This is an optimization exercise on Yosys and OpenROAD, whose aim is a short achievable clock period and few clock cycles per item, not a production implementation. At most, simulation tests tie the RTL to the original design; equivalence was not proved. Power figures rest on the tool's default switching activity, not on a simulated workload.

==> inputs of wip/fjord <==
==> flow/design.v (excerpt) <==
module hart #(
    parameter RESET_ADDR = 32'h00000000
) (
    input  wire        i_clk,
    input  wire        i_rst,
    output wire [31:0] o_imem_raddr,
    input  wire [31:0] i_imem_rdata,
    output wire [31:0] o_dmem_addr,
    output wire        o_dmem_ren,
    output wire        o_dmem_wen,
    output wire [31:0] o_dmem_wdata,
    output wire [ 3:0] o_dmem_mask,
    input  wire [31:0] i_dmem_rdata,
    output wire        o_retire_valid,
    output wire [31:0] o_retire_inst,
    output wire        o_retire_trap,
    output wire        o_retire_halt,
    output wire [ 4:0] o_retire_rs1_raddr,
    output wire [ 4:0] o_retire_rs2_raddr,
    output wire [31:0] o_retire_rs1_rdata,
    output wire [31:0] o_retire_rs2_rdata,
    output wire [ 4:0] o_retire_rd_waddr,
    output wire [31:0] o_retire_rd_wdata,
    output wire [31:0] o_retire_pc,
    output wire [31:0] o_retire_next_pc
);
    localparam [6:0] OP_LUI    = 7'b0110111;
    localparam [6:0] OP_AUIPC  = 7'b0010111;
    localparam [6:0] OP_JAL    = 7'b1101111;
  ...
clock: 11.5 ns
lec_check: 0
cap_margin: 20
core_margin: 2
core_utilization: 60
slew_margin: 20
standard.sh (not shown) runs the stock make flow with config.mk's settings and CLKGATE_MAP_FILE= SYNTH_SCRIPT=/design/flow/synth_recipe.tcl, a recipe that flattens the netlist after the stock synthesis.
==> flow/flow/run.sh <==
#!/bin/bash
set -euo pipefail
bash standard.sh SETUP_SLACK_MARGIN=8 finish > standard_flow.log 2>&1
==> inputs of wip/pepper, as changes to wip/fjord <==
--- a/flow/design.v
+++ b/flow/design.v
@@ -37,14 +37,15 @@
     reg         v_x;
     reg  [31:0] ir_x;
     reg  [31:2] pc_x;
     reg  [31:2] pcp4_x;
     reg  [31:0] imm_x;         
     reg         ptk_x;         
     reg  [31:0] a_x, b_x, s_x;
+    reg         fm_a_x, fw_a_x, fm_b_x, fw_b_x, fm_s_x, fw_s_x;
     reg         sel_pc4_x, sel_add_x, sel_and_x, sel_or_x, sel_xor_x;
     reg         sel_sll_x, sel_srl_x, sel_slt_x;
     reg         sub_x, uns_x, arith_x;
     reg         use1_x;
     reg         br_x, jal_x, jalr_x, ld_x, st_x, wr_x, ill_x, halt_x;
     reg  [2:0]  f3_x;
     reg  [4:0]  rd_x, rs1a_x, rs2a_x;
@@ -66,19 +67,19 @@
     reg  [4:0]  rd_w;
     reg  [31:0] res_w;
     reg  [31:0] ir_w, rs1d_w, rs2d_w;
     reg  [31:2] pc_w, npc_w;
     reg  [4:0]  rs1a_w, rs2a_w, rdwa_w;
     reg         dead;
     reg         btb_v   [0:15];
-    reg  [11:6] btb_tag [0:15];    
-    reg  [15:2] btb_tgt [0:15];    
+    reg  [31:6] btb_tag [0:15];
+    reg  [31:2] btb_tgt [0:15];
     wire [3:0]  f_idx  = pc_f[5:2];
-    wire        f_hit  = btb_v[f_idx] && (btb_tag[f_idx] == pc_f[11:6]);
-    wire [31:2] f_ptgt = {pc_f[31:16], btb_tgt[f_idx]};
+    wire        f_hit  = btb_v[f_idx] && (btb_tag[f_idx] == pc_f[31:6]);
+    wire [31:2] f_ptgt = btb_tgt[f_idx];
     assign o_imem_raddr = {pc_f, 2'b00};
     wire [31:0] ir  = i_imem_rdata;
     wire [6:0] d_op  = ir[6:0];
     wire [2:0] d_f3  = ir[14:12];
     wire [6:0] d_f7  = ir[31:25];
     wire [4:0] d_rs1 = ir[19:15];
     wire [4:0] d_rs2 = ir[24:20];
@@ -130,23 +131,24 @@
     wire nz2  = d_rs2 != 5'd0;
     wire x_w1 = v_x & wr_x & (rd_x == d_rs1);
     wire x_w2 = v_x & wr_x & (rd_x == d_rs2);
     wire m_w1 = v_m & wr_m & (rd_m == d_rs1);
     wire m_w2 = v_m & wr_m & (rd_m == d_rs2);
     wire w_w1 = v_w & wr_w & (rd_w == d_rs1);
     wire w_w2 = v_w & wr_w & (rd_w == d_rs2);
-    wire [31:0] x_res, m_res;
-    wire [31:0] d_r1 = (nz1 & x_w1) ? x_res : (nz1 & m_w1) ? m_res :
-                       (nz1 & w_w1) ? res_w : rf_r1;
-    wire [31:0] d_r2 = (nz2 & x_w2) ? x_res : (nz2 & m_w2) ? m_res :
-                       (nz2 & w_w2) ? res_w : rf_r2;
-    wire stall = ld_x & ((d_use1 & nz1 & x_w1) | (d_use2 & nz2 & x_w2));
-    wire [31:0] xa = a_x;
-    wire [31:0] xb = b_x;
-    wire [31:0] xs = s_x;
+    wire [31:0] d_r1 = w_w1 ? res_w : rf_r1;
+    wire [31:0] d_r2 = w_w2 ? res_w : rf_r2;
+    wire d_fm1 = d_use1 & nz1 & x_w1;
+    wire d_fw1 = d_use1 & nz1 & !x_w1 & m_w1;
+    wire d_fm2 = d_use2 & nz2 & x_w2;
+    wire d_fw2 = d_use2 & nz2 & !x_w2 & m_w2;
+    wire stall = ld_x & (d_fm1 | d_fm2);
+    wire [31:0] xa = fm_a_x ? res_m : fw_a_x ? res_w : a_x;
+    wire [31:0] xb = fm_b_x ? res_m : fw_b_x ? res_w : b_x;
+    wire [31:0] xs = fm_s_x ? res_m : fw_s_x ? res_w : s_x;
     wire [31:0] x_sum, x_alu;
     wire        x_eq, x_lt;
     alu u_alu (
         .i_a        (xa),
         .i_b        (xb),
         .i_sub      (sub_x),
         .i_unsigned (uns_x),
@@ -159,15 +161,15 @@
         .i_sel_srl  (sel_srl_x),
         .i_sel_slt  (sel_slt_x),
         .o_sum      (x_sum),
         .o_result   (x_alu),
         .o_eq       (x_eq),
         .o_lt       (x_lt)
     );
-    assign x_res = x_alu | ({32{sel_pc4_x}} & {pcp4_x, 2'b00});
+    wire [31:0] x_res = x_alu | ({32{sel_pc4_x}} & {pcp4_x, 2'b00});
     wire [31:1] x_tgt = {pc_x + imm_x[31:2], imm_x[1]};
     reg x_cond;
     always @(*) begin
         case (f3_x)
             3'b000:  x_cond = x_eq;
             3'b001:  x_cond = !x_eq;
             3'b100:  x_cond = x_lt;
@@ -178,52 +180,41 @@
     end
     wire x_taken = br_x & x_cond;
     wire x_jump  = x_taken | jal_x;
     wire x_mem = ld_x | st_x;
     wire x_misal = x_mem & ((f3_x[1:0] == 2'b01 && x_sum[0]) ||
                             (f3_x[1:0] == 2'b10 && x_sum[1:0] != 2'b00));
     wire x_trap = ill_x | x_misal | (x_jump & x_tgt[1]) | (jalr_x & x_sum[1]);
-    wire [31:2] tk_a = pc_x, tk_b = imm_x[31:2], tk_c = pc_f;
-    wire [31:2] tk_k = (tk_a & tk_b) | ((tk_a ^ tk_b) & ~tk_c);
-    wire x_tok   = (tk_a ^ tk_b ^ tk_c) == {tk_k[30:2], 1'b0};
-    wire x_redir = v_x & (jalr_x | (x_jump ? !(ptk_x & x_tok) : ptk_x));
+    wire x_redir = v_x & ((x_jump != ptk_x) | jalr_x);
     wire [31:2] x_npc = jalr_x ? x_sum[31:2] : x_jump ? x_tgt[31:2] : pcp4_x;
     wire x_flush = x_redir | (v_x & (x_trap | halt_x));
     reg [3:0] x_mask;
     always @(*) begin
         case (f3_x[1:0])
             2'b00:   x_mask = 4'b0001 << x_sum[1:0];
             2'b01:   x_mask = x_sum[1] ? 4'b1100 : 4'b0011;
             default: x_mask = 4'b1111;
         endcase
     end
     wire [31:0] x_wdata = (f3_x[1:0] == 2'b00) ? {4{xs[7:0]}} :
                           (f3_x[1:0] == 2'b01) ? {2{xs[15:0]}} : xs;
-    reg         btb_we, btb_clr;
-    reg  [3:0]  btb_idx;
-    reg  [11:6] btb_wtag;
-    reg  [15:2] btb_wtgt;
-    always @(posedge i_clk) begin
-        btb_we   <= v_x & x_jump;
-        btb_clr  <= v_x & ptk_x & !x_jump;
-        btb_idx  <= pc_x[5:2];
-        btb_wtag <= pc_x[11:6];
-        btb_wtgt <= x_tgt[15:2];
-    end
+    wire        btb_we  = v_x & x_jump;
+    wire        btb_clr = v_x & br_x & ptk_x & !x_taken;
+    wire [3:0]  x_idx   = pc_x[5:2];
     assign o_dmem_addr  = {addr_m, 2'b00};
     assign o_dmem_ren   = ren_m;
     assign o_dmem_wen   = wen_m;
     assign o_dmem_wdata = wdata_m;
     assign o_dmem_mask  = mask_m;
     wire [31:0] m_sh = i_dmem_rdata >> {off_m, 3'b000};
     wire [31:0] m_ld =
         (f3_m[1:0] == 2'b00) ? {{24{~f3_m[2] & m_sh[7]}},  m_sh[7:0]}  :
         (f3_m[1:0] == 2'b01) ? {{16{~f3_m[2] & m_sh[15]}}, m_sh[15:0]} :
                                i_dmem_rdata;
-    assign m_res = ld_m ? m_ld : res_m;
+    wire [31:0] m_res = ld_m ? m_ld : res_m;
     assign rf_we = v_w & wr_w;
     assign o_retire_valid     = v_w;
     assign o_retire_inst      = ir_w;
     assign o_retire_trap      = trap_w;
     assign o_retire_halt      = halt_w;
     assign o_retire_rs1_raddr = rs1a_w;
     assign o_retire_rs2_raddr = rs2a_w;
@@ -235,23 +226,23 @@
     assign o_retire_next_pc   = {npc_w, 2'b00};
     integer k;
     always @(posedge i_clk) begin
         if (i_rst) begin
             for (k = 0; k < 16; k = k + 1)
                 btb_v[k] <= 1'b0;
         end else if (btb_we) begin
-            btb_v[btb_idx] <= 1'b1;
+            btb_v[x_idx] <= 1'b1;
         end else if (btb_clr) begin
-            btb_v[btb_idx] <= 1'b0;
+            btb_v[x_idx] <= 1'b0;
         end
     end
     always @(posedge i_clk) begin
         if (btb_we) begin
-            btb_tag[btb_idx] <= btb_wtag;
-            btb_tgt[btb_idx] <= btb_wtgt;
+            btb_tag[x_idx] <= pc_x[31:6];
+            btb_tgt[x_idx] <= x_tgt[31:2];
         end
     end
     always @(posedge i_clk) begin
         if (i_rst)
             pc_f <= RESET_ADDR[31:2];
         else if (x_flush)
             pc_f <= x_npc;
@@ -274,14 +265,20 @@
         pcp4_x  <= pc_f + 30'd1;
         imm_x   <= d_jal ? imm_j : imm_b;
         ptk_x   <= f_hit;
         a_x     <= d_use1 ? d_r1 : d_auipc ? {pc_f, 2'b00} : 32'd0;
         b_x     <= d_use2 & !d_st ? d_r2 :
                    d_st ? imm_s : (d_lui | d_auipc) ? imm_u : imm_i;
         s_x     <= d_use2 ? d_r2 : 32'd0;
+        fm_a_x  <= d_fm1;
+        fw_a_x  <= d_fw1;
+        fm_b_x  <= d_fm2 & !d_st;
+        fw_b_x  <= d_fw2 & !d_st;
+        fm_s_x  <= d_fm2;
+        fw_s_x  <= d_fw2;
         sel_pc4_x <= d_jal | d_jalr;
         sel_add_x <= d_ld | d_st | d_lui | d_auipc |
                      (d_opr & d_f3 == 3'b000) | (d_opi & d_f3 == 3'b000);
         sel_and_x <= (d_opr | d_opi) & d_f3 == 3'b111;
         sel_or_x  <= (d_opr | d_opi) & d_f3 == 3'b110;
         sel_xor_x <= (d_opr | d_opi) & d_f3 == 3'b100;
         sel_sll_x <= (d_opr | d_opi) & d_f3 == 3'b001;
CORE_UTILIZATION = 50   (was 60)
==> summary of the runs <==
Against wip/pepper, the total power of wip/fjord is smaller by about 23%. Of wip/fjord and wip/pepper, wip/fjord has the higher register-to-register slack (gap 630 ps). Against wip/fjord, the non-clock buffer count of wip/pepper is higher by 378. Between wip/fjord and wip/pepper, the lower synthesized area is in wip/fjord (gap about 18%, measured against wip/pepper). Of wip/fjord and wip/pepper, wip/fjord has the higher hold slack (gap 32 ps). Against wip/pepper, the sequential cell count of wip/fjord is lower by 566. In wip/fjord the die area is smaller than in wip/pepper, by about 30%.
Testbench counts of wip/fjord, summed over its fixed seeds: cycles 67,756, instructions 60,455.
Function not checked in wip/pepper: the RTL went through the layout flow alone.

[what the ideal ports hide]
Ports are ideal in the flow. The routed layouts listed here were re-timed in OpenROAD.
Step 1 sets driving cells, clkbuf_16 on the clock port and buf_2 on the other inputs (assumed; they add their load-dependent delay and slew).
Step 2, shift: input delay + t, output delay - t, t = (earliest + latest rising clock arrival at the registers) / 2. This alone moves slack from input paths to output paths.
a / b / c = ideal ports / drivers / drivers and shift; a / b = the first two.
| run | t (ns) | setup WS [ns] | hold WS [ns] | clock arrival spread, ns | slew at the worst register clock pin (ns) |
|---|---|---|---|---|---|
| wip/fjord | 0.980 | 7.265 / 6.929 / 5.948 | 0.321 / 0.321 / 0.321 | 0.075 / 0.075 | 0.09 / 0.09 |
| wip/pepper | 1.054 | 6.845 / 6.845 / 5.995 | 0.289 / 0.289 / 0.289 | 0.097 / 0.097 | 0.07 / 0.07 |
After both steps setup and hold are still met in every run listed. For wip/fjord, which loses most, drivers alone change the setup slack by -0.336 ns; drivers and shift together by -1.317 ns.
